This design comes from an exercise in tuning for small area and a short achievable clock period on the open sky130 flow, not from production work. In this exercise RTL edits were held to simulation tests only and were not proved equivalent to the original. No driver is modelled on the clock port, so clocking that relies on it looks cheaper here than on a real chip. Power and IR drop assume default switching activity.

== run a ==
==> flow/design.v (excerpt) <==
module sync_fifo (
    input wire clk,
    input wire rst_n,
    input wire wr_en,
    input wire [31:0] data_in,
    output wire full,
    input wire rd_en,
    output wire [31:0] data_out,
    output wire empty
);
Size: about 930 cells after synthesis, ~530 flip-flops, roughly 70 I/O pins, about 0.019 mm^2 of cells after synthesis.
==> module sync_fifo, before the edit <==
module sync_fifo (
    input wire clk,
    input wire rst_n,
    input wire wr_en,
    input wire [31:0] data_in,
    output wire full,
    input wire rd_en,
    output wire [31:0] data_out,
    output wire empty
);
  reg [31:0] chain[0:14];  
  reg [31:0] head;         
  reg [15:0] pos;          
  reg ne_r;                
  reg ne_o;                
  reg full_o;              
  assign empty = ~ne_o;
  assign full = full_o;
  assign data_out = head;
  wire do_w = wr_en & ~pos[15];
  wire m_up = do_w & ne_r & ~rd_en;
  wire m_down = rd_en & ~pos[0] & ~do_w;
  wire [15:0] pos_next = m_up ? {pos[14:0], 1'b0} : m_down ? {1'b0, pos[15:1]} : pos;
  wire ne_next = ne_r ? ~(pos[0] & rd_en & ~wr_en) : wr_en;
  always_ff @(posedge clk or negedge rst_n) begin
    if (!rst_n) begin
      pos <= 16'd1;
      ne_r <= 1'b0;
      ne_o <= 1'b0;
      full_o <= 1'b0;
    end else begin
      pos <= pos_next;
      ne_r <= ne_next;
      ne_o <= ne_o ? ~(pos[0] & rd_en & ~wr_en) : wr_en;
      full_o <= full_o ? ~rd_en : (pos[14] & wr_en & ~rd_en);
    end
  end
  integer i;
  always_ff @(posedge clk) begin
    if (do_w) begin
      chain[0] <= data_in;
      for (i = 1; i < 15; i = i + 1) chain[i] <= chain[i-1];
    end
  end
  reg [31:0] next_head;
  always @* begin
    next_head = data_in & {32{pos[0]}};
    for (i = 0; i < 15; i = i + 1)
      next_head = next_head | (chain[i] & {32{pos[i+1]}});
  end
  always_ff @(posedge clk) begin
    if (~ne_r | rd_en) head <= next_head;
  end
endmodule
clock: 4.2 ns
lec_check: 0
cap_margin: 20
core_margin: 2
core_utilization: 65
cts_cluster_diameter: 80
cts_cluster_size: 30
setup_slack_margin: 2.3
slew_margin: 20
standard.sh (not shown) runs the stock make flow with config.mk's settings and CLKGATE_MAP_FILE= SYNTH_SCRIPT=/design/flow/synth_recipe.tcl, a recipe that flattens the netlist after the stock synthesis.
==> flow/flow/run.sh <==
#!/bin/bash
# Standard layout, with one change after clock tree synthesis: the root
# buffer of the clock tree is removed and the clock port drives the next
# level of clock buffers directly (flow/post_cts.tcl); and the port buffers
# are buf_2 cells, which the resizer can size, rather than delay cells.
set -e
cd "$(dirname "$0")/.."
cp standard.sh standard.sh.log.txt 2>/dev/null || true
export POST_CTS_TCL="$PWD/flow/post_cts.tcl"
export BUFFER_PORTS_ARGS="-buffer_cell sky130_fd_sc_hd__buf_2"
bash standard.sh > standard.log 2>&1
==> flow/flow/post_cts.tcl <==
set block [ord::get_db_block]
set root [$block findInst clkbuf_0_clk]
if {$root != "NULL"} {
  set in_net [[$root findITerm A] getNet]
  set out_net [[$root findITerm X] getNet]
  set sinks {}
  foreach it [$out_net getITerms] {
    if {[$it getInst] != $root} { lappend sinks $it }
  }
  if {[llength $sinks] <= 4} {
    foreach it $sinks { $it disconnect; $it connect $in_net }
    odb::dbInst_destroy $root
    odb::dbNet_destroy $out_net
    puts "post_cts: removed clkbuf_0_clk, clock port drives [llength $sinks] buffers"
    estimate_parasitics -placement
    repair_timing_helper
    detailed_placement
  }
}
Run a went all the way through the flow, and no timing, DRC or antenna check failed.
The inputs of run b differ from those of run a as listed below.
--- a/flow/design.v
+++ b/flow/design.v
@@ -11,29 +11,22 @@
   reg [31:0] chain[0:14];  
   reg [31:0] head;         
   reg [15:0] pos;          
   reg ne_r;                
-  reg ne_o;                
-  reg full_o;              
-  assign empty = ~ne_o;
-  assign full = full_o;
+  assign empty = ~ne_r;
+  assign full = pos[15];
   assign data_out = head;
   wire do_w = wr_en & ~pos[15];
   wire m_up = do_w & ne_r & ~rd_en;
   wire m_down = rd_en & ~pos[0] & ~do_w;
-  wire [15:0] pos_next = m_up ? {pos[14:0], 1'b0} : m_down ? {1'b0, pos[15:1]} : pos;
-  wire ne_next = ne_r ? ~(pos[0] & rd_en & ~wr_en) : wr_en;
   always_ff @(posedge clk or negedge rst_n) begin
     if (!rst_n) begin
       pos <= 16'd1;
       ne_r <= 1'b0;
-      ne_o <= 1'b0;
-      full_o <= 1'b0;
     end else begin
-      pos <= pos_next;
-      ne_r <= ne_next;
-      ne_o <= ne_o ? ~(pos[0] & rd_en & ~wr_en) : wr_en;
-      full_o <= full_o ? ~rd_en : (pos[14] & wr_en & ~rd_en);
+      if (m_up) pos <= {pos[14:0], 1'b0};
+      else if (m_down) pos <= {1'b0, pos[15:1]};
+      ne_r <= ne_r ? ~(pos[0] & rd_en & ~wr_en) : wr_en;
     end
   end
   integer i;
   always_ff @(posedge clk) begin
Notes after the runs:
- Run b did not stop at any stage, and its layout met the timing, design-rule and antenna checks.
- Measured against each other, run a and run b differ in synthesized area, the lower figure coming from run a.
- Compared to run a, run b shows a wider setup margin.
- Run a -> run b: fmax increased slightly
- Per the comparison of run b with run a, sum of met2 wire segment lengths after detailed routing climbed 2.8%, total global-route track usage climbed 2.0 points, area growth from synthesis to final layout climbed 1.4 points, critical path data required time dropped 910 ps.
- Final cell area: run b above run a
- The startpoint of the worst setup timing path comes out pos[15]$_DFFE_PN0P_ in one run and wr_en in the other, namely in run b and run a respectively.
- Taking run a as the reference point, the final period demand of the worst path of run b falls by 22 ps.
- When the final numbers for run a and run b were put side by side, the worst hold-check slack turned out to be greater in run b.
- In run b, buffering overhead is higher than in run a.
- From run a to run b the numbers moved as follows: initial antenna violation count +1; final period utilization decreased by 0.52 points relative to the old numbers; logic gate share of total power saw an increase.

[what the ideal ports hide]
The flow's constraints put no driver on any port. The routed layouts listed below were extracted and timed again, unchanged, in two steps. Step 1, drivers: a clkbuf_16 drives clk and a buf_2 each remaining input, both assumed. Step 2 adds t to the input delays and takes it off the output delays; t is the mean of the earliest and latest rising clock arrival at the registers after step 1. Input paths then give back, and output paths get back, about the clock's delay inside the block. a / b / c = ideal / step 1 / step 2; a / b = the first two.
| run | t, ns | slack for setup (ns) | worst hold slack (ns) | worst setup path after step 2 | latest minus earliest clock arrival (ns) |
|---|---|---|---|---|---|
| run a | 0.483 | 2.245 / 2.235 / 1.794 | 0.330 / 0.294 / 0.453 | input to register | 0.029 / 0.029 |
| run b | 0.474 | 2.267 / 2.200 / 1.957 | 0.343 / 0.297 / 0.456 | input to register | 0.018 / 0.018 |
After both steps every run listed still meets setup and hold. The setup slack of run a, which loses most, moves by -0.010 ns with the drivers and by -0.451 ns with both steps.
